From an optimization exercise on the open Yosys and OpenROAD flow, aimed at small area; shortcuts taken in it are not production practice.
In this exercise RTL edits were held to simulation tests only and were not proved equivalent to the original.
Power is estimated from default activity; no workload was simulated.

$ cat config.mk
export PLATFORM = sky130hd
export DESIGN_NAME = conv_window
export DESIGN_NICKNAME = conv_window
export VERILOG_FILES = /design/flow/design.v
export SDC_FILE = /design/flow/constraint.sdc
export NUM_CORES = 8
export LEC_CHECK = 0
export CAP_MARGIN = 30
export CORE_MARGIN = 2
export CORE_UTILIZATION = 70
export SLEW_MARGIN = 30
$ cat constraint.sdc
create_clock -name core_clock -period 7.0 [get_ports {clk}]
set_input_delay 1.4000 -clock core_clock [delete_from_list [all_inputs] [get_ports {clk}]]
set_output_delay 1.4000 -clock core_clock [all_outputs]
set_load 0.01 [all_outputs]
$ cat design.v
`timescale 1ns / 1ps
module line_buffer #(
    parameter DATA_WIDTH = 16,
    parameter IMG_WIDTH  = 64
)(
    input  wire                  clk,
    input  wire [DATA_WIDTH-1:0] pixel_in,
    input  wire                  valid_in,
    output wire [DATA_WIDTH-1:0] w01, w02,
    output wire [DATA_WIDTH-1:0] w10, w11, w12,
    output wire [DATA_WIDTH-1:0] w20, w21, w22,
    output wire [DATA_WIDTH-1:0] tap_last      
);
    localparam DEPTH = 2*IMG_WIDTH + 2;
    reg [DATA_WIDTH-1:0] sr [0:DEPTH-1];
    integer k;
    always @(posedge clk) begin
        if (valid_in) begin
            sr[0] <= pixel_in;
            for (k = 1; k < DEPTH; k = k + 1)
                sr[k] <= sr[k-1];
        end
    end
    assign w22 = sr[0];
    assign w21 = sr[1];
    assign w20 = sr[2];
    assign w12 = sr[IMG_WIDTH];
    assign w11 = sr[IMG_WIDTH+1];
    assign w10 = sr[IMG_WIDTH+2];
    assign w02 = sr[2*IMG_WIDTH];
    assign w01 = sr[2*IMG_WIDTH+1];
    assign tap_last = sr[2*IMG_WIDTH+1];
endmodule
`timescale 1ns / 1ps
module sliding_window #(
    parameter DATA_WIDTH = 16,
    parameter IMG_WIDTH  = 64
)(
    input  wire                  clk,
    input  wire                  rst_n,
    input  wire                  valid_in,
    input  wire [DATA_WIDTH-1:0] tap_last,
    output reg  [DATA_WIDTH-1:0] w00,
    output reg                   valid_out
);
    localparam FIRST = 2*IMG_WIDTH + 2;    
    reg [7:0] cnt;
    wire      full = (cnt == FIRST);
    always @(posedge clk)
        w00 <= tap_last;
    always @(posedge clk or negedge rst_n) begin
        if (!rst_n) begin
            cnt       <= 0;
            valid_out <= 0;
        end else begin
            if (valid_in && !full)
                cnt <= cnt + 1'b1;
            valid_out <= valid_in && full;
        end
    end
endmodule
`timescale 1ns / 1ps
module conv_window #(
    parameter DATA_WIDTH = 16,
    parameter IMG_WIDTH  = 64
)(
    input  wire                  clk,
    input  wire                  rst_n,
    input  wire [DATA_WIDTH-1:0] pixel_in,
    input  wire                  valid_in,
    output wire [DATA_WIDTH-1:0] w00, w01, w02,
    output wire [DATA_WIDTH-1:0] w10, w11, w12,
    output wire [DATA_WIDTH-1:0] w20, w21, w22,
    output wire                  valid_out
);
    wire [DATA_WIDTH-1:0] tap_last;
    line_buffer #(
        .DATA_WIDTH(DATA_WIDTH),
        .IMG_WIDTH (IMG_WIDTH)
    ) u_lb (
        .clk      (clk),
        .pixel_in (pixel_in),
        .valid_in (valid_in),
        .w01(w01), .w02(w02),
        .w10(w10), .w11(w11), .w12(w12),
        .w20(w20), .w21(w21), .w22(w22),
        .tap_last (tap_last)
    );
    sliding_window #(
        .DATA_WIDTH(DATA_WIDTH),
        .IMG_WIDTH (IMG_WIDTH)
    ) u_sw (
        .clk      (clk),
        .rst_n    (rst_n),
        .valid_in (valid_in),
        .tap_last (tap_last),
        .w00      (w00),
        .valid_out(valid_out)
    );
endmodule
$ cat flow/run.sh
#!/bin/bash
# Standard layout, with two changes: port buffers use the smallest buffer,
# and clock tree synthesis gets explicit clustering and no dummy loads.
set -euo pipefail
export BUFFER_PORTS_ARGS="-buffer_cell sky130_fd_sc_hd__buf_1"
export CTS_ARGS="-sink_clustering_enable -repair_clock_nets -sink_clustering_size 40 -sink_clustering_max_diameter 60 -buf_list sky130_fd_sc_hd__clkbuf_16 -dont_use_dummy_load"

bash standard.sh finish > standard.log 2>&1
$ cat standard.sh
#!/bin/bash
# synth_recipe.tcl (not shown) runs the flow's synth.tcl, then flattens the netlist and writes it again
# the make line also repeats each setting of config.mk as NAME=value (left out here)
make -C /OpenROAD-flow-scripts/flow DESIGN_CONFIG=/design/flow/config.mk WORK_HOME=/design/flow/orfs CLKGATE_MAP_FILE= SYNTH_SCRIPT=/design/flow/synth_recipe.tcl "${@:-finish}"
==> results of run 1 <==
==> stage by stage <==
step                      total power [mW]  cell area, µm²  std cells
final                                 21.3           68400       3609
after global routing                  22.0           68400       3609
after global placement                15.4           65600       3497
after detailed placement              15.4           65600       3497
after CTS                             21.6           68400       3609
after floorplan                       15.0           63200       2133
==> worst paths after layout <==
path / cells past startpoint / slack, ns / endpoint / from
max: 3 / 4.05 / u_lb.sr[117][5] / valid_in
min: 0 / 0.36 / u_lb.sr[87][8] / u_lb.sr[86][8]
max reg2reg: 5 / 5.24 / u_sw.cnt[2] / u_sw.cnt[0]
min reg2reg: 0 / 0.36 / u_lb.sr[87][8] / u_lb.sr[86][8]
max in group asynchronous: 1 / 5.99 / u_sw.cnt[4] / rst_n
min in group asynchronous: 1 / 0.66 / u_sw.cnt[0] / rst_n
==> cells in the final DEF (no fill, tap or decap), drive strengths merged <==
| cell | Yosys | layout |
|---|---|---|
| edfxtp | 2080 | 2080 |
| buf | 0 | 187 |
| clkbuf | 0 | 113 |
| dfxtp | 16 | 16 |
| dfrtp | 9 | 9 |
| nand4 | 4 | 4 |
| xnor2 | 4 | 4 |
| inv | 3 | 3 |
| nand2 | 3 | 3 |
| nor2 | 3 | 3 |
| xor2 | 2 | 2 |
| ha | 2 | 2 |
| or4b | 1 | 1 |
| nor4 | 1 | 1 |
| and2 | 1 | 1 |
| or2 | 1 | 1 |
| o21ai | 1 | 1 |
| o41ai | 1 | 1 |
| mux2i | 1 | 1 |
==> power by group <==
group	total (mW)	switching (mW)	leakage (nW)	internal, mW
clock network	6.15	3.32	1.38	2.83
logic	0.297	0.258	0.470	0.0391
registers	14.8	0.203	20.6	14.6
total	21.3	3.78	22.5	17.5
==> per-layer routing <==
| metal | track usage (%) | vias to the layer above | routed length (µm) |
|---|---|---|---|
| met4 | 4.66 | 0 | 1830 |
| li1 | - | 9146 | - |
| met2 | 19.0 | 317 | 27700 |
| met5 | 0 | - | 0 |
| met3 | 3.00 | 127 | 2440 |
| met1 | 23.5 | 10233 | 33300 |
==> logic make-up after synthesis <==
logic type | after synthesis | synth area share (%)
buffers and inverters | 3 | 0.0178
flip-flops | 2105 | 99.7
adder cells (fa/ha/maj) | 2 | 0.0396
AND/OR/NAND/NOR | 14 | 0.127
AO/OA/AOI/OAI | 2 | 0.0515
XOR/XNOR | 6 | 0.0831
multiplexers | 1 | 0.0158
==> state kept, by name, summed over array words and instances (netlist names) <==
name,flops
u_lb.sr,2080
u_sw.cnt,8
u_sw.valid_out,1
u_sw.w00,16
==> critical path: stages <==
cell and delay, ns:
sky130_fd_sc_hd__clkbuf_4 0.59, sky130_fd_sc_hd__buf_12 0.41, sky130_fd_sc_hd__buf_12 0.55
==> area by class of cell <==
class	count	area (µm²)	share of cell area (%)
Timing Repair Buffer	188	953	1.39
Clock buffer	112	2800	4.09
Multi-Input combinational cell	25	200	0.292
Inverter	3	11.3	0.0165
Sequential cell	2105	63000	92.1
Tap cell	1176	1470	2.15
==> run summary, run 1 <==
----------------------------------------------------
[Place]
  Half-perimeter wire length after placement ... 28,500 µm
  Global placement routability congestion ... 0.697
  Worst slack after detailed placement ... 3.37 ns
  Port buffer count ... 163

[STA]
  Least-Margin Pin Slew ... 0.966 ns
  Pins over their slew limit ... 0
  Finish-stage setup viols ... 0
  Setup repair after global routing missed its margin ... no
  Ratio of final minimum period to clock period ... 42.1%
  Worst rel slew slack ... 35.6%
  Upper clock frequency limit ... 339 MHz
  Total Negative Setup Slacks ... 0 ns
  Final Hold Violating Endpoints ... 0
  Post-layout min period ... 2.95 ns
  Worst Hold Margin ... 0.356 ns
  Final worst setup slack ... 4.05 ns
  Worst Skew ... 0.0638 ns

[Hold path]
  Worst min path class ... reg -> reg

[Routing]
  First drt pass iteration count ... 5
  Routed wire length per instance ... 18.1 µm
  Count of routing violations after the opening detailed-route iteration ... 1,781
  Remaining routing DRC violations ... 0
  Via/cell ratio ... 5.49
  Via count ... 19.8k
  Antenna-violating nets left ... 0
  Wirelength, routed ... 65,200 µm

[Clock tree]
  H-tree lvl count ... 3
  Clock transition at path regs ... 0.09 ns
  Number of cells upsized or downsized after cts ... 0
  Clock Tree Buf Depth ... 3
  CTS tree ... done
  Quantity of hold-fixing buffers added after cts ... 0
  Later-pin clock latency in the skew report ... 0.71 ns
  Number of buffers inserted during clock tree synthesis ... 112
  Post-CTS setup buffer count ... 0
  Clock sink total ... 2,105
  Cell chosen for the clock root ... sky130_fd_sc_hd__clkbuf_16

[Critical path]
  Kind of critical path ... in -> reg
  Data arrival time of the critical path ... 3.24 ns
  CP max FO ... 164
  Nature of the critical path startpoint ... primary input
  Endpoint class of the critical path ... flop
  Required @ worst endpoint ... 7.29 ns

[Synthesis]
  Top FF cell, synth ... sky130_fd_sc_hd__edfxtp_1
  Share of the synthesized area in the top cell type ... 98.8%
  Leading post-synthesis cells by instance count ... 2,080 x sky130_fd_sc_hd__edfxtp_1, 16 x sky130_fd_sc_hd__dfxtp_1, 9 x sky130_fd_sc_hd__dfrtp_1, 4 x sky130_fd_sc_hd__nand4_1, 4 x sky130_fd_sc_hd__xnor2_1
  Net count of the mapped netlist ... 2,154
  Cell with the most instances after synthesis ... sky130_fd_sc_hd__edfxtp_1
  Area of the mapped netlist ... 0.0632 mm²
  Synth async-reset ratio ... 0.428%
  Synth warn ... 3
  #FFs+latches synth ... 2,105
  Dominant cells by area after synthesis ... sky130_fd_sc_hd__edfxtp_1 99%, sky130_fd_sc_hd__dfxtp_1 0.51%, sky130_fd_sc_hd__dfrtp_1 0.36%, sky130_fd_sc_hd__xnor2_1 0.055%, sky130_fd_sc_hd__o41ai_4 0.044%
  Seq/Total Area, Yosys ... 99.7%
  Number of flops mapped to enable cells by yosys ... 2,080
  Synth Area per Inst ... 29.6 µm²
  Area leader, netlist ... sky130_fd_sc_hd__edfxtp_1
  Number of distinct standard cells referenced by the synthesized netlist ... 17
  Number of cells produced by synthesis ... 2,133

[Floorplanning]
  Row count ... 110
  Std-Cell Core Area ... 0.0897 mm²
  Die Outline Area ... 0.0927 mm²
  Starting utilization of the core area ... 70.4%
  Ports ... 164
  Die Y-Extent ... 305 µm
  X dimension of the die ... 305 µm

[Final layout]
  Area growth from synthesis to layout ... 8.27%
  Fraction of final layout cells sized beyond drive strength 1 ... 5.80%
  Filler cell count ... 4,616
  Count of nets after finishing ... 2,456
  Number of diodes added for antenna fixing ... 0
  Post-route core utilization ... 76.3%

[GRT]
  Overall track demand over capacity in global routing ... 14.0%
  Global-route wire length before repair ... 103,000 µm
  Via count of the first global-routing pass ... 18.9k
  Initial antenna violation count ... 0
  Remaining global-route overflow ... 0
  Maximum number of pins on one net before global-route repair ... 182

[Pwr]
  PwrDens ... 311 mW/mm²
  Standby leakage power ... 22.5 nW
  Highest ir drop seen on vdd ... 0.240 mV

[Outcome]
  Run status ... finished clean

[Job]
  Max-cap violation count ... 0

----------------------------------------------------
==> run 2: changes to the inputs <==
==> flow/run.sh (replaced) <==
#!/bin/bash
# Standard layout, with two changes: port buffers use the smallest buffer,
# and clock tree synthesis gets explicit clustering and no dummy loads.
set -euo pipefail
export BUFFER_PORTS_ARGS="-buffer_cell sky130_fd_sc_hd__buf_1"
export CTS_ARGS="-sink_clustering_enable -repair_clock_nets -sink_clustering_size 32 -sink_clustering_max_diameter 50 -buf_list sky130_fd_sc_hd__clkbuf_16 -dont_use_dummy_load"

bash standard.sh finish > standard.log 2>&1
==> run 2 against run 1 <==
Against the previous run:
- final area rose by 1.2%
- highest routed layer unchanged
- setup slack improved by 0.061 ns
- largest power group unchanged
- worst hold slack better by 0.018 ns
- still clean on timing, DRC and antenna
==> run summary, run 2 <==
----------------------------------------------------
[Critical path]
  Reg-to-reg setup timing slack ... 5.22 ns (-0.02 ns)
  Cell count along the critical path ... 1 (-2)
  Top delay family on crit path ... buffers and inverters
  Data arrival time of the critical path ... 1.49 ns (-1.75 ns)
  Kind of critical path ... reg -> out
  Nature of the critical path startpoint ... flop
  Worst r2r path cells ... 5 (unchanged)
  CP max FO ... 2 (-99%)
  Slowest stage cell, crit path ... sky130_fd_sc_hd__buf_1
  Endpoint class of the critical path ... output port
  Sequence of cells on the critical path ... buf_1
  Longest individual stage delay on the worst path ... 0.42 ns (-0.17 ns)
  Worst path bufs/invs ... 1 (-2)
  Required @ worst endpoint ... 5.60 ns (-1.69 ns)

[Synthesis]
  Synth warn ... 3 (unchanged)
  Top FF cell, synth ... sky130_fd_sc_hd__edfxtp_1
  Number of cells produced by synthesis ... 2,133 (unchanged)
  Share of the synthesized area in the top cell type ... 98.8% (unchanged)
  Number of distinct standard cells referenced by the synthesized netlist ... 17 (unchanged)
  Dominant cells by area after synthesis ... sky130_fd_sc_hd__edfxtp_1 99%, sky130_fd_sc_hd__dfxtp_1 0.51%, sky130_fd_sc_hd__dfrtp_1 0.36%, sky130_fd_sc_hd__xnor2_1 0.055%, sky130_fd_sc_hd__o41ai_4 0.044%
  Net count of the mapped netlist ... 2,154 (unchanged)
  Seq/Total Area, Yosys ... 99.7% (unchanged)
  Area of the mapped netlist ... 0.0632 mm² (unchanged)
  Leading post-synthesis cells by instance count ... 2,080 x sky130_fd_sc_hd__edfxtp_1, 16 x sky130_fd_sc_hd__dfxtp_1, 9 x sky130_fd_sc_hd__dfrtp_1, 4 x sky130_fd_sc_hd__nand4_1, 4 x sky130_fd_sc_hd__xnor2_1
  Cell with the most instances after synthesis ... sky130_fd_sc_hd__edfxtp_1
  Area leader, netlist ... sky130_fd_sc_hd__edfxtp_1
  Synth Area per Inst ... 29.6 µm² (unchanged)
  Number of flops mapped to enable cells by yosys ... 2,080 (unchanged)
  Synth async-reset ratio ... 0.428% (unchanged)
  #FFs+latches synth ... 2,105 (unchanged)

[Job]
  Max-cap violation count ... 0 (unchanged)

[Final layout]
  Number of diodes added for antenna fixing ... 0 (unchanged)
  Filler cell count ... 4,529 (-1.9%)
  Post-route core utilization ... 77.2% (+0.89 points)
  Post-Layout Cell Count ... 3,641 (+0.89%)
  Area growth from synthesis to layout ... 9.54%
  Most flops, register ... u_lb.sr
  Finished layout cell area ... 0.0692 mm² (+1.2%)
  Sequential cell area ... 0.0630 mm² (unchanged)
  Combined area of the multi-input logic cells ... 200 µm² (unchanged)
  Largest registers ... u_lb.sr x2080, u_sw.w00 x16, u_sw.cnt x8
  Commonest non-fill, non-tap cells in the layout ... 2,080 x sky130_fd_sc_hd__edfxtp_1, 162 x sky130_fd_sc_hd__buf_1, 144 x sky130_fd_sc_hd__clkbuf_16
  Fraction of final layout cells sized beyond drive strength 1 ... 7.02% (+1.2 points)
  Count of nets after finishing ... 2,488 (+1.3%)
  Number of flip-flops in the largest register ... 2,080 (unchanged)
  Most common library cell in the layout ignoring fill and taps ... sky130_fd_sc_hd__edfxtp_1

[Clock tree]
  Number of cells upsized or downsized after cts ... 0 (unchanged)
  Number of buffers inserted during clock tree synthesis ... 144 (+29%)
  Post-CTS setup buffer count ... 0 (unchanged)
  CTS tree ... done
  Clock sink total ... 2,105 (unchanged)
  Later-pin clock latency in the skew report ... 0.72 ns (about the same)
  Cell chosen for the clock root ... sky130_fd_sc_hd__clkbuf_16
  Clock Tree Buf Depth ... 3 (unchanged)
  H-tree lvl count ... 4 (+1)
  Quantity of hold-fixing buffers added after cts ... 0 (unchanged)
  Clock transition at path regs ... 0.08 ns (about the same)

[Routing]
  Remaining routing DRC violations ... 0 (unchanged)
  Routed wire length per instance ... 18.1 µm (+0.39%)
  Via/cell ratio ... 5.51 (+0.29%)
  First drt pass iteration count ... 7 (+2)
  Antenna-violating nets left ... 0 (unchanged)
  Count of routing violations after the opening detailed-route iteration ... 1,797 (+0.90%)
  Via count ... 20.1k (+1.2%)
  Wirelength, routed ... 66,100 µm (+1.3%)

[Floorplanning]
  Die Y-Extent ... 305 µm (unchanged)
  Row count ... 110 (unchanged)
  Starting utilization of the core area ... 70.4% (unchanged)
  X dimension of the die ... 305 µm (unchanged)
  Std-Cell Core Area ... 0.0897 mm² (unchanged)
  Die Outline Area ... 0.0927 mm² (unchanged)
  Ports ... 164 (unchanged)

[GRT]
  Remaining global-route overflow ... 0 (unchanged)
  Global-route wire length before repair ... 104,000 µm (+1.4%)
  Via count of the first global-routing pass ... 19.5k (+3.0%)
  Maximum number of pins on one net before global-route repair ... 182 (unchanged)
  Overall track demand over capacity in global routing ... 14.3% (+0.34 points)
  Initial antenna violation count ... 0 (unchanged)

[STA]
  Least-Margin Pin Slew ... 0.925 ns (-0.0411 ns)
  Ratio of final minimum period to clock period ... 41.2% (-0.87 points)
  Finish-stage setup viols ... 0 (unchanged)
  Upper clock frequency limit ... 346 MHz (+2.1%)
  Worst rel slew slack ... 38.3% (+2.7 points)
  Post-layout min period ... 2.89 ns (-0.0609 ns)
  Setup repair after global routing missed its margin ... no
  Pins over their slew limit ... 0 (unchanged)
  Final Hold Violating Endpoints ... 0 (unchanged)
  Worst Skew ... 0.0221 ns (-0.0416 ns)
  Total Negative Setup Slacks ... 0 ns (unchanged)

[Place]
  Total placed cells including tap cells ... 3,497 (unchanged)
  Half-perimeter wire length after placement ... 28,500 µm (unchanged)
  Placement Cell Area ... 0.0656 mm² (unchanged)
  Port buffer count ... 163 (unchanged)
  Global placement routability congestion ... 0.697 (unchanged)

[Hold path]
  Worst hold stages ... 0 (unchanged)
  Worst min path class ... reg -> reg

[Pwr]
  PwrDens ... 322 mW/mm² (+3.4%)
  Standby leakage power ... 22.8 nW (+1.8%)
  Highest ir drop seen on vdd ... 0.227 mV (-5.3%)

[Outcome]
  Run status ... finished clean

----------------------------------------------------
-- run 2: report_power, final --
| part | internal, mW | switching, mW | total [mW] |
|---|---|---|---|
| combinational | 0.0391 | 0.258 | 0.297 |
| sequential | 14.6 | 0.203 | 14.8 |
| clock | 3.63 | 3.50 | 7.13 |
| total | 18.3 | 3.96 | 22.3 |
-- run 2: cell type report --
type                       count  share of cell area, %
sequential                  2105                   91.0
multi-input combinational     25                  0.289
inverter                       3                 0.0163
timing repair buffer         188                   1.38
tap                         1176                   2.12
clock buffer                 144                   5.20
-- run 2: worst paths after layout --
path,startpoint,end
max,u_lb.sr[64][7],w12[7]
min,u_lb.sr[129][0],u_sw.w00[0]
max reg2reg,u_sw.cnt[0],u_sw.cnt[2]
min reg2reg,u_lb.sr[129][0],u_sw.w00[0]
max in group asynchronous,rst_n,u_sw.cnt[2]
min in group asynchronous,rst_n,u_sw.cnt[1]
-- run 2: through the flow --
stage | setup slack (ns) | hold WS (ns) | total power, mW
3_5_place_dp | 3.37 | 0.358 | 15.4
2_1_floorplan | 5.08 | 0.400 | 15.0
6_report | 4.11 | 0.373 | 22.3
4_1_cts | 3.95 | 0.372 | 22.6
3_3_place_gp | 3.44 | 0.353 | 15.4
5_1_grt | 3.85 | 0.387 | 23.1
-- run 2: cells by family after synthesis --
logic type	Yosys count	synth area share [%]
AOI/OAI and AO/OA	2	0.0515
xor gates and xnor gates	6	0.0831
muxes	1	0.0158
buffers and inverters	3	0.0178
and+or+nand+nor	14	0.127
adders and majority gates	2	0.0396
DFF	2105	99.7
-- run 2: layer usage --
| layer | global-route usage (%) | up-vias | share of wire (%) |
|---|---|---|---|
| li1 | - | 9219 | - |
| met4 | 5.46 | 0 | 2.3 |
| met5 | 0 | - | 0 |
| met3 | 3.62 | 112 | 4.6 |
| met2 | 19.3 | 372 | 43 |
| met1 | 23.4 | 10354 | 50 |
==> run 3: changes to the inputs <==
==> flow/run.sh (replaced) <==
#!/bin/bash
# Standard layout, with two changes: port buffers use the smallest buffer,
# and clock tree synthesis gets explicit clustering and no dummy loads.
set -euo pipefail
export BUFFER_PORTS_ARGS="-buffer_cell sky130_fd_sc_hd__buf_1"
export CTS_ARGS="-sink_clustering_enable -repair_clock_nets -sink_clustering_size 20 -sink_clustering_max_diameter 45 -buf_list sky130_fd_sc_hd__clkbuf_8 -dont_use_dummy_load"

bash standard.sh finish > standard.log 2>&1
==> run 3 against run 2 <==
Against the previous run:
- largest power group unchanged
- critical path type unchanged
- clock power is 28% lower
- total power is 9.0% lower
- still clean on timing, DRC and antenna
- register-to-register slack hardly changed
- sequential power hardly changed
- count of clock-buffer cells in the layout is 4 higher
- die area stayed put
- synthesized area stayed put
- highest routed layer unchanged
==> run summary, run 3 <==
----------------------------------------------------
[Critical path]
  Kind of critical path ... reg -> out
  Longest individual stage delay on the worst path ... 0.43 ns (about the same)
  CP max FO ... 2 (unchanged)
  Slowest stage cell, crit path ... sky130_fd_sc_hd__buf_1
  Endpoint class of the critical path ... output port
  Nature of the critical path startpoint ... flop
  Worst path bufs/invs ... 1 (unchanged)
  Sequence of cells on the critical path ... buf_1
  Data arrival time of the critical path ... 1.59 ns (+0.10 ns)
  Required @ worst endpoint ... 5.60 ns (about the same)
  Top delay family on crit path ... buffers and inverters

[Final layout]
  Commonest non-fill, non-tap cells in the layout ... 2,080 x sky130_fd_sc_hd__edfxtp_1, 162 x sky130_fd_sc_hd__buf_1, 148 x sky130_fd_sc_hd__clkbuf_8
  Number of flip-flops in the largest register ... 2,080 (unchanged)
  Count of nets after finishing ... 2,492 (+0.16%)
  Largest registers ... u_lb.sr x2080, u_sw.w00 x16, u_sw.cnt x8
  Most common library cell in the layout ignoring fill and taps ... sky130_fd_sc_hd__edfxtp_1
  Area growth from synthesis to layout ... 7.06%
  Post-Layout Cell Count ... 3,646 (+0.14%)
  Fraction of final layout cells sized beyond drive strength 1 ... 7.17% (+0.15 points)
  Most flops, register ... u_lb.sr
  Finished layout cell area ... 0.0677 mm² (-2.3%)

[Clock tree]
  Later-pin clock latency in the skew report ... 0.81 ns (+0.09 ns)
  Clock Tree Buf Depth ... 3 (unchanged)
  Number of cells upsized or downsized after cts ... 0 (unchanged)
  H-tree lvl count ... 4 (unchanged)
  Post-CTS setup buffer count ... 0 (unchanged)
  Cell chosen for the clock root ... sky130_fd_sc_hd__clkbuf_8
  Quantity of hold-fixing buffers added after cts ... 0 (unchanged)
  Clock sink total ... 2,105 (unchanged)
  Number of buffers inserted during clock tree synthesis ... 148 (+2.8%)
  Clock transition at path regs ... 0.09 ns (about the same)
  CTS tree ... done

[Synthesis]
  Dominant cells by area after synthesis ... sky130_fd_sc_hd__edfxtp_1 99%, sky130_fd_sc_hd__dfxtp_1 0.51%, sky130_fd_sc_hd__dfrtp_1 0.36%, sky130_fd_sc_hd__xnor2_1 0.055%, sky130_fd_sc_hd__o41ai_4 0.044%
  Area leader, netlist ... sky130_fd_sc_hd__edfxtp_1
  Leading post-synthesis cells by instance count ... 2,080 x sky130_fd_sc_hd__edfxtp_1, 16 x sky130_fd_sc_hd__dfxtp_1, 9 x sky130_fd_sc_hd__dfrtp_1, 4 x sky130_fd_sc_hd__nand4_1, 4 x sky130_fd_sc_hd__xnor2_1
  Number of flops mapped to enable cells by yosys ... 2,080 (unchanged)
  Number of cells produced by synthesis ... 2,133 (unchanged)
  Top FF cell, synth ... sky130_fd_sc_hd__edfxtp_1
  Area of the mapped netlist ... 0.0632 mm² (unchanged)
  Synth Area per Inst ... 29.6 µm² (unchanged)
  Net count of the mapped netlist ... 2,154 (unchanged)
  Seq/Total Area, Yosys ... 99.7% (unchanged)
  Cell with the most instances after synthesis ... sky130_fd_sc_hd__edfxtp_1
  Synth warn ... 3 (unchanged)
  Share of the synthesized area in the top cell type ... 98.8% (unchanged)
  #FFs+latches synth ... 2,105 (unchanged)
  Number of distinct standard cells referenced by the synthesized netlist ... 17 (unchanged)
  Synth async-reset ratio ... 0.428% (unchanged)

[Place]
  Port buffer count ... 163 (unchanged)
  Half-perimeter wire length after placement ... 28,500 µm (unchanged)
  Worst slack after detailed placement ... 3.37 ns (unchanged)
  Global placement routability congestion ... 0.697 (unchanged)
  Total placed cells including tap cells ... 3,497 (unchanged)
  Placement Cell Area ... 0.0656 mm² (unchanged)

[Routing]
  Count of routing violations after the opening detailed-route iteration ... 1,829 (+1.8%)
  Wirelength, routed ... 65,800 µm (-0.42%)
  Remaining routing DRC violations ... 0 (unchanged)
  Via/cell ratio ... 5.50 (-0.12%)
  Antenna-violating nets left ... 0 (unchanged)
  Routed wire length per instance ... 18.0 µm (-0.56%)
  First drt pass iteration count ... 7 (unchanged)
  Via count ... 20.1k (+0.015%)

[Floorplanning]
  X dimension of the die ... 305 µm (unchanged)
  Row count ... 110 (unchanged)
  Die Y-Extent ... 305 µm (unchanged)
  Ports ... 164 (unchanged)
  Std-Cell Core Area ... 0.0897 mm² (unchanged)
  Starting utilization of the core area ... 70.4% (unchanged)
  Die Outline Area ... 0.0927 mm² (unchanged)

[STA]
  Post-layout min period ... 2.99 ns (+0.102 ns)
  Pins over their slew limit ... 0 (unchanged)
  Final worst setup slack ... 4.01 ns (-0.102 ns)
  Setup repair after global routing missed its margin ... no
  Final Hold Violating Endpoints ... 0 (unchanged)
  Least-Margin Pin Slew ... 0.918 ns (-0.00679 ns)
  Worst Skew ... 0.0401 ns (+0.0179 ns)
  Upper clock frequency limit ... 335 MHz (-3.4%)
  Ratio of final minimum period to clock period ... 42.7% (+1.5 points)
  Total Negative Setup Slacks ... 0 ns (unchanged)
  Finish-stage setup viols ... 0 (unchanged)
  Worst rel slew slack ... 38.8% (+0.45 points)

[GRT]
  Via count of the first global-routing pass ... 19.2k (-1.3%)
  Remaining global-route overflow ... 0 (unchanged)
  Global-route wire length before repair ... 103,000 µm (-1.1%)
  Maximum number of pins on one net before global-route repair ... 182 (unchanged)
  Initial antenna violation count ... 1 (+1)
  Overall track demand over capacity in global routing ... 14.2% (-0.15 points)

[Hold path]
  Worst min path class ... reg -> reg

[Pwr]
  PwrDens ... 299 mW/mm² (-6.9%)
  Standby leakage power ... 22.1 nW (-3.1%)
  Highest ir drop seen on vdd ... 0.215 mV (-5.4%)

[Outcome]
  Run status ... finished clean

[Job]
  Max-cap violation count ... 0 (unchanged)

----------------------------------------------------
## run 3: cell counts after synthesis
Identical to the previous run, type by type.
## run 3: path summary, 6_finish.rpt
check	start	to	slack, ns	depth (start not counted)
max	u_lb.sr[64][7]	w12[7]	4.01	1
min	u_lb.sr[129][13]	u_sw.w00[13]	0.38	0
max reg2reg	u_sw.cnt[0]	u_sw.cnt[2]	5.23	5
min reg2reg	u_lb.sr[129][13]	u_sw.w00[13]	0.38	0
max in group asynchronous	rst_n	u_sw.cnt[3]	6.12	1
min in group asynchronous	rst_n	u_sw.cnt[1]	0.51	1
## run 3: cells by family (layout without fill, tap and decap cells)
family / Yosys count / count (layout) / synth area share (%)
muxes: 1 / 1 / 0.0158
adders and majority gates: 2 / 2 / 0.0396
AOI/OAI and AO/OA: 2 / 2 / 0.0515
DFF: 2105 / 2105 / 99.7
and+or+nand+nor: 14 / 14 / 0.127
xor gates and xnor gates: 6 / 6 / 0.0831
other: 0 / 1 / 0
buffers and inverters: 3 / 339 / 0.0178
## run 3: report_power, final
part	switching (mW)	leakage [nW]	internal [mW]
Sequential	0.203	20.6	14.6
Combinational	0.258	0.470	0.0391
Clock	3.24	1.06	1.90
## run 3: area by class of cell
class / instances / area, µm²
Sequential cell: 2105 / 63000
Fill cell: 4618 / 22100
Clock buffer: 148 / 2040
Tap cell: 1176 / 1470
Timing Repair Buffer: 188 / 953
Multi-Input combinational cell: 25 / 200
Inverter: 3 / 11.3
Antenna cell: 1 / 2.50
## run 3: metrics by stage
stage / utilization, % / hold WS, ns / power (mW)
after detailed placement: 73.1 / 0.358 / 15.4
after global routing: 75.4 / 0.390 / 21.0
after global placement: 73.1 / 0.353 / 15.4
after floorplan: - / 0.400 / 15.0
final: 75.4 / 0.376 / 20.3
after CTS: 75.4 / 0.380 / 20.6
## run 3: per-layer routing
layer / global-route usage [%] / share of wire (%) / vias to the layer above
li1: - / - / 9195
met1: 23.2 / 50 / 10381
met2: 19.0 / 43 / 355
met3: 3.62 / 4.4 / 129
met4: 5.58 / 2.6 / 0
met5: 0 / 0 / -
==> run 4: changes to the inputs <==
==> flow/run.sh (replaced) <==
#!/bin/bash
# Standard layout, with two changes: port buffers use the smallest buffer,
# and clock tree synthesis gets explicit clustering and no dummy loads.
set -euo pipefail
export BUFFER_PORTS_ARGS="-buffer_cell sky130_fd_sc_hd__buf_1"
export CTS_ARGS="-sink_clustering_enable -repair_clock_nets -sink_clustering_size 12 -sink_clustering_max_diameter 35 -buf_list sky130_fd_sc_hd__clkbuf_4 -dont_use_dummy_load"

bash standard.sh finish > standard.log 2>&1
--- a/config.mk
+++ b/config.mk
@@ -9,3 +9,3 @@
 export CORE_MARGIN = 2
-export CORE_UTILIZATION = 70
+export CORE_UTILIZATION = 80
 export SLEW_MARGIN = 30
==> run 4 against run 3 <==
Against the previous run:
- the run now fails in detailed placement (3_5_place_dp)
- synthesized area did not move
- synthesized cell count did not move
==> run summary, run 4 <==
----------------------------------------------------
[Outcome]
  Run status ... stopped before the end
  Stop stage ... detailed placement (3_5_place_dp)
  Tool error message ... [ERROR DPL-0033] detailed placement checks failed during check placement.

[Synthesis]
  Mux contribution to synthesized area ... 0.0158% (unchanged)
  Share of the synthesized area in the top cell type ... 98.8% (unchanged)
  Share of the synthesized area in compound gates (AO/OA/AOI/OAI) ... 0.0515% (unchanged)
  Seq/Total Area, Yosys ... 99.7% (unchanged)
  Number of flops mapped to enable cells by yosys ... 2,080 (unchanged)
  Dominant cells by area after synthesis ... sky130_fd_sc_hd__edfxtp_1 99%, sky130_fd_sc_hd__dfxtp_1 0.51%, sky130_fd_sc_hd__dfrtp_1 0.36%, sky130_fd_sc_hd__xnor2_1 0.055%, sky130_fd_sc_hd__o41ai_4 0.044%
  Net count of the mapped netlist ... 2,154 (unchanged)
  Post-synthesis adder-cell area fraction ... 0.0396% (unchanged)
  Area leader, netlist ... sky130_fd_sc_hd__edfxtp_1
  Combinational family with the most area after synthesis ... simple AND/OR/NAND/NOR gates
  Synth async-reset ratio ... 0.428% (unchanged)
  Leading post-synthesis cells by instance count ... 2,080 x sky130_fd_sc_hd__edfxtp_1, 16 x sky130_fd_sc_hd__dfxtp_1, 9 x sky130_fd_sc_hd__dfrtp_1, 4 x sky130_fd_sc_hd__nand4_1, 4 x sky130_fd_sc_hd__xnor2_1
  Top FF cell, synth ... sky130_fd_sc_hd__edfxtp_1
  Synth warn ... 3 (unchanged)
  Cell with the most instances after synthesis ... sky130_fd_sc_hd__edfxtp_1
  Post-synthesis share of cell area spent on xor and xnor gates ... 0.0831% (unchanged)
  Number of cells produced by synthesis ... 2,133 (unchanged)
  #FFs+latches synth ... 2,105 (unchanged)
  Area of the mapped netlist ... 0.0632 mm² (unchanged)
  Number of distinct standard cells referenced by the synthesized netlist ... 17 (unchanged)
  Area share of and/or/nand/nor cells after synthesis ... 0.127% (unchanged)
  Synth Area per Inst ... 29.6 µm² (unchanged)

[Place]
  Half-perimeter wire length after placement ... 47,700 µm (+67%)
  Port buffer count ... 163 (unchanged)
  Global placement routability congestion ... 0.737 (+5.7%)

[Floorplanning]
  Row count ... 103 (-6.4%)
  Starting utilization of the core area ... 80.4% (+10 points)
  Die Y-Extent ... 285 µm (-6.4%)
  Ports ... 164 (unchanged)
  X dimension of the die ... 285 µm (-6.4%)

----------------------------------------------------
==> run 4: metrics by stage <==
step	cells	area [µm²]	worst slack, ns	power [mW]
after floorplan	2133	63200	5.08	15.0
after global placement	3370	65500	3.26	15.4
==> run 4: kinds of logic after synthesis <==
kind of cell,after synthesis
muxes,1
DFF,2105
adders and majority gates,2
buffers and inverters,3
and+or+nand+nor,14
AOI/OAI and AO/OA,2
xor gates and xnor gates,6
==> run 4: how the worst max path moves through the flow <==
| stage | startpoint | endpoint | slack (ns) | cells past startpoint |
|---|---|---|---|---|
| floorplan | valid_in | u_sw.cnt[2] | 5.08 | 3 |
| global placement | valid_in | u_lb.sr[110][2] | 3.26 | 3 |
==> run 4: power groups by stage <==
stage | registers, mW | clock network, mW | logic [mW]
after floorplan | 15.0 | 0 | 0.000300
after global placement | 15.1 | 0 | 0.293
==> run 5: changes to the inputs <==
--- a/config.mk
+++ b/config.mk
@@ -9,3 +9,3 @@
 export CORE_MARGIN = 2
-export CORE_UTILIZATION = 80
+export CORE_UTILIZATION = 70
 export SLEW_MARGIN = 30
==> run 5 against run 4 <==
Against the previous run:
- the run now finishes clean
- synthesized area unchanged
- synthesized cell count unchanged
==> run summary, run 5 <==
----------------------------------------------------
[Routing]
  Remaining routing DRC violations ... 0
  Routed wire length per instance ... 18.0 µm
  Wirelength, routed ... 67,100 µm
  Routed length on met1 ... 33,700 µm
  Via count ... 20.5k
  Top Layer Used ... met4
  Via/cell ratio ... 5.51
  Wire length on met2 ... 28,100 µm
  Routed wire length on met3 ... 3410 µm
  Count of routing violations after the opening detailed-route iteration ... 1,779
  First drt pass iteration count ... 5
  Antenna-violating nets left ... 0

[Critical path]
  Required @ worst endpoint ... 5.60 ns
  Sequence of cells on the critical path ... buf_1
  Nature of the critical path startpoint ... flop
  Kind of critical path ... reg -> out
  Worst path bufs/invs ... 1
  Slowest stage cell, crit path ... sky130_fd_sc_hd__buf_1
  Data arrival time of the critical path ... 1.85 ns
  Longest individual stage delay on the worst path ... 0.43 ns
  Top delay family on crit path ... buffers and inverters
  Endpoint class of the critical path ... output port
  CP max FO ... 2

[Place]
  Total placed cells including tap cells ... 3,497
  Port buffer count ... 163 (unchanged)
  Half-perimeter wire length after placement ... 28,500 µm (-40%)
  Global placement routability congestion ... 0.697 (-5.4%)

[Floorplanning]
  Die Y-Extent ... 305 µm (+6.8%)
  Starting utilization of the core area ... 70.4% (-10 points)
  Ports ... 164 (unchanged)
  X dimension of the die ... 305 µm (+6.8%)
  Row count ... 110 (+6.8%)
  Std-Cell Core Area ... 0.0897 mm²
  Die Outline Area ... 0.0927 mm²

[Job]
  Max-cap violation count ... 0

[Final layout]
  Number of flip-flops in the largest register ... 2,080
  Most flops, register ... u_lb.sr
  Post-route core utilization ... 75.0%
  Count of nets after finishing ... 2,565
  Commonest non-fill, non-tap cells in the layout ... 2,080 x sky130_fd_sc_hd__edfxtp_1, 222 x sky130_fd_sc_hd__clkbuf_4, 162 x sky130_fd_sc_hd__buf_1
  Fraction of final layout cells sized beyond drive strength 1 ... 9.83%
  Most common library cell in the layout ignoring fill and taps ... sky130_fd_sc_hd__edfxtp_1
  Largest registers ... u_lb.sr x2080, u_sw.w00 x16, u_sw.cnt x8
  Area growth from synthesis to layout ... 6.46%
  Post-Layout Cell Count ... 3,719

[Synthesis]
  Number of flops mapped to enable cells by yosys ... 2,080 (unchanged)
  Synth warn ... 3 (unchanged)
  Net count of the mapped netlist ... 2,154 (unchanged)
  Seq/Total Area, Yosys ... 99.7% (unchanged)
  Number of cells produced by synthesis ... 2,133 (unchanged)
  Area leader, netlist ... sky130_fd_sc_hd__edfxtp_1
  Number of distinct standard cells referenced by the synthesized netlist ... 17 (unchanged)
  Synth async-reset ratio ... 0.428% (unchanged)
  Leading post-synthesis cells by instance count ... 2,080 x sky130_fd_sc_hd__edfxtp_1, 16 x sky130_fd_sc_hd__dfxtp_1, 9 x sky130_fd_sc_hd__dfrtp_1, 4 x sky130_fd_sc_hd__nand4_1, 4 x sky130_fd_sc_hd__xnor2_1
  Share of the synthesized area in the top cell type ... 98.8% (unchanged)
  Cell with the most instances after synthesis ... sky130_fd_sc_hd__edfxtp_1
  #FFs+latches synth ... 2,105 (unchanged)
  Synth Area per Inst ... 29.6 µm² (unchanged)
  Area of the mapped netlist ... 0.0632 mm² (unchanged)
  Dominant cells by area after synthesis ... sky130_fd_sc_hd__edfxtp_1 99%, sky130_fd_sc_hd__dfxtp_1 0.51%, sky130_fd_sc_hd__dfrtp_1 0.36%, sky130_fd_sc_hd__xnor2_1 0.055%, sky130_fd_sc_hd__o41ai_4 0.044%
  Top FF cell, synth ... sky130_fd_sc_hd__edfxtp_1

[STA]
  Finish-stage setup viols ... 0
  Worst rel slew slack ... 33.2%
  Worst Skew ... 0.0664 ns
  Post-layout min period ... 3.25 ns
  Pins over their slew limit ... 0
  Upper clock frequency limit ... 308 MHz
  Least-Margin Pin Slew ... 1.00 ns
  Ratio of final minimum period to clock period ... 46.4%
  Final Hold Violating Endpoints ... 0
  Total Negative Setup Slacks ... 0 ns
  Worst Hold Margin ... 0.265 ns
  Setup repair after global routing missed its margin ... no

[Clock tree]
  Later-pin clock latency in the skew report ... 1.09 ns
  Clock transition at path regs ... 0.11 ns
  Quantity of hold-fixing buffers added after cts ... 0
  H-tree lvl count ... 4
  Cell chosen for the clock root ... sky130_fd_sc_hd__clkbuf_4
  Number of buffers inserted during clock tree synthesis ... 221
  Number of cells upsized or downsized after cts ... 0
  CTS tree ... done
  Clock Tree Buf Depth ... 3
  Clock sink total ... 2,105
  Post-CTS setup buffer count ... 0

[Hold path]
  Worst min path class ... in -> async

[GRT]
  Overall track demand over capacity in global routing ... 14.6%
  Maximum number of pins on one net before global-route repair ... 182
  Remaining global-route overflow ... 0
  Initial antenna violation count ... 1
  Global-route wire length before repair ... 106,000 µm
  Via count of the first global-routing pass ... 20.0k

[Pwr]
  Highest ir drop seen on vdd ... 0.197 mV
  Post-layout total power ... 19.8 mW
  Standby leakage power ... 22.1 nW
  PwrDens ... 295 mW/mm²

[Outcome]
  Run status ... finished clean

----------------------------------------------------
-- run 5: area by class of cell --
type	instances	area, µm²
repair buffers	188	953
clock buffers	221	1660
inverters	3	11.3
fillers	4795	22400
diodes	1	2.50
multi-input cells	25	200
flip-flops and latches	2105	63000
well taps	1176	1470
-- run 5: cells by family after synthesis --
logic type / after synthesis / share of synthesized area, %
multiplexers: 1 / 0.0158
AO/OA/AOI/OAI: 2 / 0.0515
adder cells (fa/ha/maj): 2 / 0.0396
buffers and inverters: 3 / 0.0178
flip-flops: 2105 / 99.7
AND/OR/NAND/NOR: 14 / 0.127
XOR/XNOR: 6 / 0.0831
-- run 5: path summary, 6_finish.rpt --
path	endpoint	slack [ns]	start	cells past startpoint
min	u_sw.valid_out	0.26	rst_n	1
max	w12[7]	3.75	u_lb.sr[64][7]	1
max in group asynchronous	u_sw.cnt[4]	6.39	rst_n	1
max reg2reg	u_sw.cnt[1]	5.24	u_sw.cnt[0]	5
min reg2reg	u_sw.w00[7]	0.37	u_lb.sr[129][7]	0
min in group core_clock	u_sw.w00[7]	0.37	u_lb.sr[129][7]	0
-- run 5: per-stage QoR --
stage,setup slack [ns],cell area (µm²)
2_1_floorplan,5.08,63200
3_3_place_gp,3.44,65600
3_5_place_dp,3.37,65600
4_1_cts,3.47,67300
5_1_grt,3.38,67300
6_report,3.75,67300
-- run 5: power breakdown --
group,internal [mW],switching (mW),leakage [nW]
registers,14.6,0.203,20.6
clock network,1.45,3.27,1.02
logic,0.0391,0.258,0.470
total,16.1,3.73,22.1
-- run 5: metal layers --
layer,GRT usage (%),up-vias
met2,18.9,437
met4,6.22,0
met3,4.15,165
met1,24.0,10451
met5,0,-
li1,-,9425
==> run 6: changes to the inputs <==
==> design.v (replaced) <==
`timescale 1ns / 1ps
module line_buffer #(
    parameter DATA_WIDTH = 16,
    parameter IMG_WIDTH  = 64,
    parameter RING       = 8
)(
    input  wire                  clk,
    input  wire                  shift,
    input  wire [DATA_WIDTH-1:0] ring_in,
    output wire [DATA_WIDTH-1:0] w00, w01, w02,
    output wire [DATA_WIDTH-1:0] w10, w11, w12,
    output wire [DATA_WIDTH-1:0] w20, w21, w22
);
    localparam DEPTH = 2*IMG_WIDTH + 2;
    reg [DATA_WIDTH-1:0] sr [0:DEPTH-1];
    reg [DATA_WIDTH-1:0] last;     
    function integer ring_first(input integer k);
        ring_first = (k / RING) * RING;
    endfunction
    function integer ring_last(input integer k);
        ring_last = ((k / RING) * RING + RING - 1 < DEPTH - 1) ?
                    (k / RING) * RING + RING - 1 : DEPTH - 1;
    endfunction
    integer k;
    always @(posedge clk) begin
        for (k = 0; k < DEPTH; k = k + 1) begin
            if (k == ring_first(k)) begin
                if (shift)
                    sr[k] <= (k == 0) ? ring_in : sr[k-1];
                else
                    sr[k] <= sr[ring_last(k)];
            end else begin
                sr[k] <= sr[k-1];
            end
        end
        last <= sr[DEPTH-1];
    end
    assign w22 = sr[0];
    assign w21 = sr[1];
    assign w20 = sr[2];
    assign w12 = sr[IMG_WIDTH];
    assign w11 = sr[IMG_WIDTH+1];
    assign w10 = sr[IMG_WIDTH+2];
    assign w02 = sr[2*IMG_WIDTH];
    assign w01 = sr[2*IMG_WIDTH+1];
    assign w00 = last;
endmodule
`timescale 1ns / 1ps
module sliding_window #(
    parameter DATA_WIDTH = 16,
    parameter IMG_WIDTH  = 64,
    parameter RING       = 8
)(
    input  wire                  clk,
    input  wire                  rst_n,
    input  wire [DATA_WIDTH-1:0] pixel_in,
    input  wire                  valid_in,
    output wire                  shift,
    output reg  [DATA_WIDTH-1:0] ring_in,
    output reg                   valid_out
);
    localparam DLY   = RING - 1;
    localparam FIRST = 2*IMG_WIDTH + 2;       
    localparam RW    = $clog2(RING);
    reg [DATA_WIDTH-1:0] dly [0:DLY-1];
    reg [DLY-1:0]        pend;
    reg [RW-1:0]         rot;
    reg [7:0]            cnt;                  
    wire                 full = (cnt == FIRST);
    reg          any_pend;
    reg [DLY-1:0] take;                        
    integer j;
    always @(*) begin
        any_pend = 1'b0;
        take     = {DLY{1'b0}};
        ring_in  = pixel_in;
        for (j = 0; j < DLY; j = j + 1)
            if (pend[j]) begin
                any_pend = 1'b1;
                take     = {DLY{1'b0}};
                take[j]  = 1'b1;
                ring_in  = dly[j];
            end
    end
    assign shift = (rot == 0) && (any_pend || valid_in);
    wire   take_in = shift && !any_pend;       
    always @(posedge clk) begin
        dly[0] <= pixel_in;
        for (j = 1; j < DLY; j = j + 1)
            dly[j] <= dly[j-1];
    end
    always @(posedge clk or negedge rst_n) begin
        if (!rst_n) begin
            pend      <= 0;
            rot       <= 0;
            cnt       <= 0;
            valid_out <= 0;
        end else begin
            pend[0] <= valid_in && !take_in;
            for (j = 1; j < DLY; j = j + 1)
                pend[j] <= pend[j-1] && !(shift && take[j-1]);
            if (!shift)
                rot <= rot + 1'b1;
            if (shift && !full)
                cnt <= cnt + 1'b1;
            valid_out <= shift && full;
        end
    end
endmodule
`timescale 1ns / 1ps
module conv_window #(
    parameter DATA_WIDTH = 16,
    parameter IMG_WIDTH  = 64
)(
    input  wire                  clk,
    input  wire                  rst_n,
    input  wire [DATA_WIDTH-1:0] pixel_in,
    input  wire                  valid_in,
    output wire [DATA_WIDTH-1:0] w00, w01, w02,
    output wire [DATA_WIDTH-1:0] w10, w11, w12,
    output wire [DATA_WIDTH-1:0] w20, w21, w22,
    output wire                  valid_out
);
    localparam RING = 8;
    wire                  shift;
    wire [DATA_WIDTH-1:0] ring_in;
    sliding_window #(
        .DATA_WIDTH(DATA_WIDTH),
        .IMG_WIDTH (IMG_WIDTH),
        .RING      (RING)
    ) u_sw (
        .clk      (clk),
        .rst_n    (rst_n),
        .pixel_in (pixel_in),
        .valid_in (valid_in),
        .shift    (shift),
        .ring_in  (ring_in),
        .valid_out(valid_out)
    );
    line_buffer #(
        .DATA_WIDTH(DATA_WIDTH),
        .IMG_WIDTH (IMG_WIDTH),
        .RING      (RING)
    ) u_lb (
        .clk      (clk),
        .shift    (shift),
        .ring_in  (ring_in),
        .w00(w00), .w01(w01), .w02(w02),
        .w10(w10), .w11(w11), .w12(w12),
        .w20(w20), .w21(w21), .w22(w22)
    );
endmodule
--- a/config.mk
+++ b/config.mk
@@ -7,2 +7,3 @@
 export LEC_CHECK = 0
+export ABC_AREA = 1
 export CAP_MARGIN = 30
==> run 6 against run 5 <==
Against the previous run:
- first-iteration DRC count fell by 45%
- clock power up 0.8%
- sequential share of layout area fell by 8.9 points
- register-to-register slack worse by 1.9 ns
- maximum frequency down 11%
- die area decreased by 21%
- core utilization is 0.073 points higher
- total power is 2.0% higher
- synthesized cell count increased by 62%
- via count increased by 7.5%
- critical endpoint is now u_sw.cnt[7]
==> run summary, run 6 <==
----------------------------------------------------
[Outcome]
  Run status ... finished clean

[Synthesis]
  Synth Area per Inst ... 14.4 µm² (-51%)
  Number of distinct standard cells referenced by the synthesized netlist ... 31 (+14)
  Net count of the mapped netlist ... 3,473 (+61%)
  Area leader, netlist ... sky130_fd_sc_hd__dfxtp_1
  Area of the mapped netlist ... 0.0498 mm² (-21%)
  Seq/Total Area, Yosys ... 89.7% (-10 points)
  Number of flops mapped to enable cells by yosys ... 0 (-100%)
  #FFs+latches synth ... 2,227 (+5.8%)
  Top FF cell, synth ... sky130_fd_sc_hd__dfxtp_1
  Dominant cells by area after synthesis ... sky130_fd_sc_hd__dfxtp_1 89%, sky130_fd_sc_hd__nand2_1 6.8%, sky130_fd_sc_hd__dfrtp_1 0.95%, sky130_fd_sc_hd__nor2_1 0.65%, sky130_fd_sc_hd__buf_6 0.57%
  Share of the synthesized area in the top cell type ... 88.7% (-10 points)
  Synth warn ... 4 (+1)
  Cell with the most instances after synthesis ... sky130_fd_sc_hd__dfxtp_1
  Number of cells produced by synthesis ... 3,450 (+62%)
  Synth async-reset ratio ... 0.853% (+0.43 points)
  Leading post-synthesis cells by instance count ... 2,208 x sky130_fd_sc_hd__dfxtp_1, 908 x sky130_fd_sc_hd__nand2_1, 86 x sky130_fd_sc_hd__nor2_1, 35 x sky130_fd_sc_hd__buf_2, 31 x sky130_fd_sc_hd__a21oi_1

[STA]
  Setup repair after global routing missed its margin ... no
  Post-layout min period ... 3.66 ns (+0.405 ns)
  Final Hold Violating Endpoints ... 0 (unchanged)
  Worst rel slew slack ... 45.5% (+12 points)
  Worst Hold Margin ... 0.273 ns (+0.00828 ns)
  Finish-stage setup viols ... 0 (unchanged)
  Upper clock frequency limit ... 274 MHz (-11%)
  Ratio of final minimum period to clock period ... 52.2% (+5.8 points)
  Pins over their slew limit ... 0 (unchanged)
  Final worst setup slack ... 3.34 ns (-0.405 ns)
  Least-Margin Pin Slew ... 0.818 ns (-0.184 ns)
  Worst Skew ... 0.0713 ns (+0.00496 ns)
  Total Negative Setup Slacks ... 0 ns (unchanged)

[GRT]
  Global-route wire length before repair ... 113,000 µm (+6.3%)
  Initial antenna violation count ... 2 (+1)
  Via count of the first global-routing pass ... 23.1k (+15%)
  Remaining global-route overflow ... 0 (unchanged)
  Maximum number of pins on one net before global-route repair ... 161 (-12%)
  Overall track demand over capacity in global routing ... 19.1% (+4.5 points)

[Hold path]
  Worst min path class ... reg -> reg

[Final layout]
  Number of flip-flops in the largest register ... 2,080 (unchanged)
  Count of nets after finishing ... 3,783 (+47%)
  Commonest non-fill, non-tap cells in the layout ... 2,208 x sky130_fd_sc_hd__dfxtp_1, 908 x sky130_fd_sc_hd__nand2_1, 213 x sky130_fd_sc_hd__clkbuf_4
  Post-route core utilization ... 75.1% (about the same)
  Most flops, register ... u_lb.sr
  Fraction of final layout cells sized beyond drive strength 1 ... 6.17% (-3.7 points)
  Post-Layout Cell Count ... 4,702 (+26%)
  Most common library cell in the layout ignoring fill and taps ... sky130_fd_sc_hd__dfxtp_1
  Finished layout cell area ... 0.0528 mm² (-22%)
  Largest registers ... u_lb.sr x2080, u_sw.dly x112, u_lb.last x16
  Area growth from synthesis to layout ... 5.92%

[Critical path]
  Data arrival time of the critical path ... 4.51 ns (+2.66 ns)
  Nature of the critical path startpoint ... flop
  Reg-to-reg setup timing slack ... 3.34 ns (-1.90 ns)
  Kind of critical path ... reg -> reg
  Endpoint class of the critical path ... flop
  Required @ worst endpoint ... 7.85 ns (+2.25 ns)
  CP max FO ... 160 (+158)

[Routing]
  Via count ... 22.0k (+7.5%)
  Via/cell ratio ... 4.68 (-15%)
  Wirelength, routed ... 67,800 µm (+1.0%)
  Count of routing violations after the opening detailed-route iteration ... 972 (-45%)
  Routed wire length per instance ... 14.4 µm (-20%)
  Antenna-violating nets left ... 0 (unchanged)
  Remaining routing DRC violations ... 0 (unchanged)
  First drt pass iteration count ... 5 (unchanged)

[Job]
  Max-cap violation count ... 0 (unchanged)

[Place]
  Global placement routability congestion ... 0.798 (+14%)
  Port buffer count ... 163 (unchanged)
  Worst slack after detailed placement ... 3.14 ns (-0.226 ns)
  Total placed cells including tap cells ... 4,485 (+28%)
  Placement Cell Area ... 0.0511 mm² (-22%)
  Half-perimeter wire length after placement ... 39,300 µm (+38%)

[Pwr]
  Net load switching power ... 4.73 mW (+27%)
  Portion of total power attributed to combinational logic ... 6.2% (+4.7 points)
  Post-layout total power ... 20.2 mW (+2.0%)
  Standby leakage power ... 22.3 nW (+1.1%)
  Net Sw Frac ... 23.4% (+4.6 points)
  Highest ir drop seen on vdd ... 0.292 mV (+48%)
  Total internal power ... 15.5 mW (-3.8%)
  PwrDens ... 384 mW/mm² (+30%)
  Part of the total power dissipated in sequential elements ... 70.4% (-4.3 points)
  Portion of total power attributed to the clock network ... 23.4% (-0.4 points)

[Clock tree]
  Clock Tree Buf Depth ... 3 (unchanged)
  Clock transition at path regs ... 0.10 ns (about the same)
  Number of buffers inserted during clock tree synthesis ... 213 (-3.6%)
  Quantity of hold-fixing buffers added after cts ... 0 (unchanged)
  Number of cells upsized or downsized after cts ... 0 (unchanged)
  CTS tree ... done
  Clock sink total ... 2,227 (+5.8%)
  Cell chosen for the clock root ... sky130_fd_sc_hd__clkbuf_4
  Later-pin clock latency in the skew report ... 1.04 ns (-0.05 ns)
  Post-CTS setup buffer count ... 0 (unchanged)
  H-tree lvl count ... 4 (unchanged)

[Floorplanning]
  Ports ... 164 (unchanged)
  Starting utilization of the core area ... 70.9% (+0.43 points)
  X dimension of the die ... 271 µm (-11%)
  Std-Cell Core Area ... 0.0703 mm² (-22%)
  Die Outline Area ... 0.0733 mm² (-21%)
  Die Y-Extent ... 271 µm (-11%)
  Row count ... 97 (-12%)

----------------------------------------------------
-- run 6: changes by cell type after synthesis, sizes merged, moves of 10 or more --
cell    previous run  this run
a21oi              0        31
buf                0        66
dfrtp              9        19
dfxtp             16      2208
edfxtp          2080         0
inv                3        34
nand2              3       910
nand3              0        26
nor2               3        89
o21ai              1        23
-- run 6: final cells by class --
class / count / area [µm²]
Antenna cell: 4 / 10.0
Clock buffer: 213 / 1600
Fill cell: 4475 / 17500
Inverter: 36 / 150
Multi-Input combinational cell: 1113 / 4470
Sequential cell: 2227 / 44700
Tap cell: 940 / 1180
Timing Repair Buffer: 169 / 671
-- run 6: path summary, 6_finish.rpt --
path	startpoint	to	cells past startpoint
worst max register to register	u_sw.pend[3]	u_sw.cnt[7]	9
worst min register to register	u_lb.sr[83][0]	u_lb.sr[84][0]	0
worst max-delay path	u_sw.pend[3]	u_sw.cnt[7]	9
max in group asynchronous	rst_n	u_sw.cnt[7]	1
worst min-delay path	u_lb.sr[83][0]	u_lb.sr[84][0]	0
min in group asynchronous	rst_n	u_sw.pend[1]	1
-- run 6: cell families after synthesis --
| family | synth area share, % |
|---|---|
| AND/OR/NAND/NOR | 8.01 |
| buffers and inverters | 1.34 |
| flip-flops | 89.7 |
| adder cells (fa/ha/maj) | 0.100 |
| XOR/XNOR | 0.123 |
| AO/OA/AOI/OAI | 0.724 |
-- run 6: worst max-delay path, cell delays in order, from the launching register on --
cell and delay (ns):
sky130_fd_sc_hd__dfrtp_1 0.67, sky130_fd_sc_hd__nor2_4 0.41, sky130_fd_sc_hd__inv_2 0.04, sky130_fd_sc_hd__nor2_1 0.16, sky130_fd_sc_hd__nand3_2 0.18, sky130_fd_sc_hd__nand2_8 0.38
sky130_fd_sc_hd__clkinv_8 0.57, sky130_fd_sc_hd__buf_4 0.54, sky130_fd_sc_hd__nand3_1 0.16, sky130_fd_sc_hd__nand2_1 0.08
-- run 6: power groups by stage --
| stage | sequential, mW | clock (mW) | combinational [mW] |
|---|---|---|---|
| 6_report | 14.2 | 4.75 | 1.25 |
| 5_1_grt | 14.4 | 5.41 | 1.41 |
| 4_1_cts | 14.3 | 4.94 | 1.28 |
| 3_5_place_dp | 14.5 | 0 | 1.27 |
| 3_3_place_gp | 14.5 | 0 | 1.25 |
| 2_1_floorplan | 14.4 | 0 | 0.967 |
-- run 6: metal layers --
metal | routed length [µm] | track usage [%] | up-vias
li1 | - | - | 11113
met1 | 32000 | 25.4 | 10422
met2 | 31700 | 30.9 | 328
met3 | 2350 | 3.83 | 147
met4 | 1730 | 7.97 | 0
met5 | 0 | 0 | -
==> run 7: changes to the inputs <==
--- a/config.mk
+++ b/config.mk
@@ -7,3 +7,2 @@
 export LEC_CHECK = 0
-export ABC_AREA = 1
 export CAP_MARGIN = 30
==> run 7 against run 6 <==
Against the previous run:
- still clean
- maximum frequency up 13%
- global-route usage up 0.15 points
- final area down 0.23%
- clock power about the same
- critical path depth down 4
- routed wire length down 0.19%
- sequential share of layout area up 0.20 points
- worst hold slack worse by 0.020 ns
- non-clock buffer count up 1
- count of clock-buffer cells in the layout down 1
- critical endpoint is now u_lb.sr[80][1]
==> run summary, run 7 <==
----------------------------------------------------
[Critical path]
  Kind of critical path ... reg -> reg
  Endpoint class of the critical path ... flop
  Crit path top cell by count ... sky130_fd_sc_hd__nand2_1
  Longest individual stage delay on the worst path ... 0.78 ns (+0.11 ns)
  CP max FO ... 135 (-16%)
  Worst path bufs/invs ... 1 (-2)
  Sequence of cells on the critical path ... or3_1 -> o41ai_4 -> buf_12 -> nand2_1 -> nand2_1
  Top delay family on crit path ... simple AND/OR/NAND/NOR gates
  Slowest stage cell, crit path ... sky130_fd_sc_hd__o41ai_4
  Data arrival time of the critical path ... 4.15 ns (-0.36 ns)
  Nature of the critical path startpoint ... flop
  Required @ worst endpoint ... 7.92 ns (+0.07 ns)

[Synthesis]
  Seq/Total Area, Yosys ... 90.3% (+0.65 points)
  Mux contribution to synthesized area ... 0.347% (+0.35 points)
  Top FF cell, synth ... sky130_fd_sc_hd__dfxtp_1
  Post-synthesis adder-cell area fraction ... 0.101% (+0.00073 points)
  Area of the mapped netlist ... 0.0494 mm² (-0.72%)
  Number of distinct standard cells referenced by the synthesized netlist ... 45 (+45%)
  Post-synthesis share of cell area spent on xor and xnor gates ... 0.142% (+0.019 points)
  Area leader, netlist ... sky130_fd_sc_hd__dfxtp_1
  Synth warn ... 4 (unchanged)
  Synth Area per Inst ... 15.0 µm² (+3.6%)
  #FFs+latches synth ... 2,227 (unchanged)
  Number of cells produced by synthesis ... 3,305 (-4.2%)
  Area share of and/or/nand/nor cells after synthesis ... 6.67% (-1.3 points)
  Leading post-synthesis cells by instance count ... 2,208 x sky130_fd_sc_hd__dfxtp_1, 794 x sky130_fd_sc_hd__nand2_1, 50 x sky130_fd_sc_hd__clkbuf_1, 27 x sky130_fd_sc_hd__buf_2, 21 x sky130_fd_sc_hd__inv_1
  Cell with the most instances after synthesis ... sky130_fd_sc_hd__dfxtp_1
  Net count of the mapped netlist ... 3,328 (-4.2%)
  Combinational family with the most area after synthesis ... simple AND/OR/NAND/NOR gates
  Number of flops mapped to enable cells by yosys ... 0 (unchanged)
  Share of the synthesized area in the top cell type ... 89.4% (+0.64 points)
  Share of the synthesized area in compound gates (AO/OA/AOI/OAI) ... 1.57% (+0.84 points)
  Synth async-reset ratio ... 0.853% (unchanged)
  Dominant cells by area after synthesis ... sky130_fd_sc_hd__dfxtp_1 89%, sky130_fd_sc_hd__nand2_1 6.0%, sky130_fd_sc_hd__dfrtp_1 0.96%, sky130_fd_sc_hd__clkbuf_1 0.38%, sky130_fd_sc_hd__buf_2 0.27%

[Clock tree]
  CTS tree ... done
  H-tree lvl count ... 4 (unchanged)
  Cell chosen for the clock root ... sky130_fd_sc_hd__clkbuf_4
  Later-pin clock latency in the skew report ... 1.08 ns (+0.04 ns)
  Post-CTS setup buffer count ... 0 (unchanged)
  Number of cells upsized or downsized after cts ... 0 (unchanged)
  Clock Tree Buf Depth ... 3 (unchanged)
  Clock sink total ... 2,227 (unchanged)
  Clock transition at path regs ... 0.11 ns (about the same)
  Number of buffers inserted during clock tree synthesis ... 212 (-0.47%)
  Quantity of hold-fixing buffers added after cts ... 0 (unchanged)

[Final layout]
  Most common library cell in the layout ignoring fill and taps ... sky130_fd_sc_hd__dfxtp_1
  Count of nets after finishing ... 3,633 (-4.0%)
  Post-Layout Cell Count ... 4,553 (-3.2%)
  Area growth from synthesis to layout ... 6.43%
  Number of flip-flops in the largest register ... 2,080 (unchanged)
  Most flops, register ... u_lb.sr
  Commonest non-fill, non-tap cells in the layout ... 2,208 x sky130_fd_sc_hd__dfxtp_1, 794 x sky130_fd_sc_hd__nand2_1, 212 x sky130_fd_sc_hd__clkbuf_4
  Post-route core utilization ... 75.2% (+0.083 points)
  Fraction of final layout cells sized beyond drive strength 1 ... 6.62% (+0.45 points)
  Largest registers ... u_lb.sr x2080, u_sw.dly x112, u_lb.last x16
  Finished layout cell area ... 0.0526 mm² (-0.23%)

[Routing]
  Remaining routing DRC violations ... 0 (unchanged)
  Wirelength, routed ... 67,600 µm (-0.19%)
  First drt pass iteration count ... 4 (-1)
  Antenna-violating nets left ... 0 (unchanged)
  Via/cell ratio ... 4.74 (+1.2%)
  Count of routing violations after the opening detailed-route iteration ... 880 (-9.5%)
  Routed wire length per instance ... 14.9 µm (+3.1%)
  Via count ... 21.6k (-2.0%)

[Floorplanning]
  Starting utilization of the core area ... 70.6% (-0.27 points)
  X dimension of the die ... 270 µm (-0.35%)
  Die Outline Area ... 0.0728 mm² (-0.71%)
  Row count ... 97 (unchanged)
  Die Y-Extent ... 270 µm (-0.35%)
  Ports ... 164 (unchanged)
  Std-Cell Core Area ... 0.0700 mm² (-0.35%)

[Pwr]
  Highest ir drop seen on vdd ... 0.352 mV (+21%)
  Standby leakage power ... 22.1 nW (-1.3%)
  PwrDens ... 384 mW/mm² (about the same)

[STA]
  Pins over their slew limit ... 0 (unchanged)
  Ratio of final minimum period to clock period ... 46.1% (-6.1 points)
  Least-Margin Pin Slew ... 0.946 ns (+0.128 ns)
  Worst rel slew slack ... 36.8% (-8.6 points)
  Worst Hold Margin ... 0.253 ns (-0.0201 ns)
  Post-layout min period ... 3.23 ns (-0.425 ns)
  Total Negative Setup Slacks ... 0 ns (unchanged)
  Worst Skew ... 0.101 ns (+0.0293 ns)
  Finish-stage setup viols ... 0 (unchanged)
  Upper clock frequency limit ... 310 MHz (+13%)
  Final Hold Violating Endpoints ... 0 (unchanged)
  Setup repair after global routing missed its margin ... no

[Place]
  Global placement routability congestion ... 0.741 (-7.1%)
  Half-perimeter wire length after placement ... 38,900 µm (-0.92%)
  Port buffer count ... 163 (unchanged)
  Placement Cell Area ... 0.0510 mm² (-0.23%)
  Total placed cells including tap cells ... 4,336 (-3.3%)

[GRT]
  Via count of the first global-routing pass ... 23.4k (+1.0%)
  Maximum number of pins on one net before global-route repair ... 158 (-1.9%)
  Initial antenna violation count ... 2 (unchanged)
  Global-route wire length before repair ... 114,000 µm (+0.88%)
  Overall track demand over capacity in global routing ... 19.2% (+0.15 points)
  Remaining global-route overflow ... 0 (unchanged)

[Hold path]
  Worst min path class ... reg -> reg

[Outcome]
  Run status ... finished clean

[Job]
  Max-cap violation count ... 0 (unchanged)

----------------------------------------------------
[run 7: cell families (layout without fill, tap and decap cells)]
family / after synthesis / after routing
flops: 2227 / 2227
simple gates: 852 / 852
buf+inv: 100 / 403
compound gates: 98 / 98
mux: 16 / 16
xor+xnor: 8 / 8
fa+ha+maj: 4 / 4
other cells: 0 / 5
[run 7: metal layers]
layer | track usage, % | up-vias | share of wire (%)
met5 | 0 | - | 0
met1 | 25.6 | 10331 | 47
met4 | 7.97 | 0 | 2.5
met2 | 31.2 | 288 | 47
met3 | 3.83 | 129 | 3.2
li1 | - | 10815 | -
[run 7: cell type report]
class,instances,area [µm²]
sequential,2227,44700
fill,4551,17400
multi-input combinational,978,4380
clock buffer,212,1590
tap,940,1180
timing repair buffer,170,716
inverter,21,78.8
antenna,5,12.5
[run 7: path summary, 6_finish.rpt]
path                                  from         endpoint  slack (ns)  cells after the start
min                        u_lb.sr[81][15]  u_lb.sr[82][15]        0.25                      0
max                           u_sw.pend[5]   u_lb.sr[80][1]        3.77                      5
max reg2reg                   u_sw.pend[5]   u_lb.sr[80][1]        3.77                      5
min reg2reg                u_lb.sr[81][15]  u_lb.sr[82][15]        0.25                      0
min in group asynchronous            rst_n     u_sw.pend[6]        0.31                      1
max in group asynchronous            rst_n     u_sw.pend[4]        6.31                      1
[run 7: stage by stage]
step	total power, mW	worst slack, ns
floorplan	15.1	4.46
detailed placement	15.8	3.64
finish	20.2	3.77
global placement	15.7	3.38
CTS	20.4	3.79
global route	21.1	3.61
[run 7: report_power, final]
part	total (mW)	switching, mW	internal, mW	leakage, nW
clock network	4.77	3.37	1.39	0.975
logic	1.26	0.944	0.313	2.93
registers	14.2	0.407	13.8	18.1

## re-timing with driven ports
No port has a modelled driver above. Below, the same layouts with a new extraction and two added sets of constraints.
Step 1 sets driving cells, clkbuf_16 on the clock port and buf_2 on the other inputs (assumed; they add their load-dependent delay and slew).
Step 2 also shifts input and output timing later by t, the mid clock arrival at the registers, as if the neighbouring blocks saw the same clock.
a / b / c = ideal ports / drivers / drivers and shift; a / b = the first two.
run	t, ns	setup WS [ns]	worst setup path at the end	worst slew at a driven data input, ns	pins driven straight from the clock port
run 1	0.746	4.052 / 4.065 / 3.345	input to register	0.06	1
run 2	0.772	4.113 / 4.045 / 3.389	input to register	0.05	1
run 3	0.855	4.010 / 3.949 / 3.380	input to register	0.06	1
run 5	1.115	3.750 / 3.683 / 3.393	input to register	0.05	1
run 6	1.067	3.345 / 3.345 / 3.065	input to register	0.05	1
run 7	1.073	3.770 / 3.770 / 3.539	input to register	0.05	1
After both steps setup and hold are still met in every run listed. The setup slack of run 2, which loses most, moves by -0.068 ns with the drivers and by -0.724 ns with both steps.
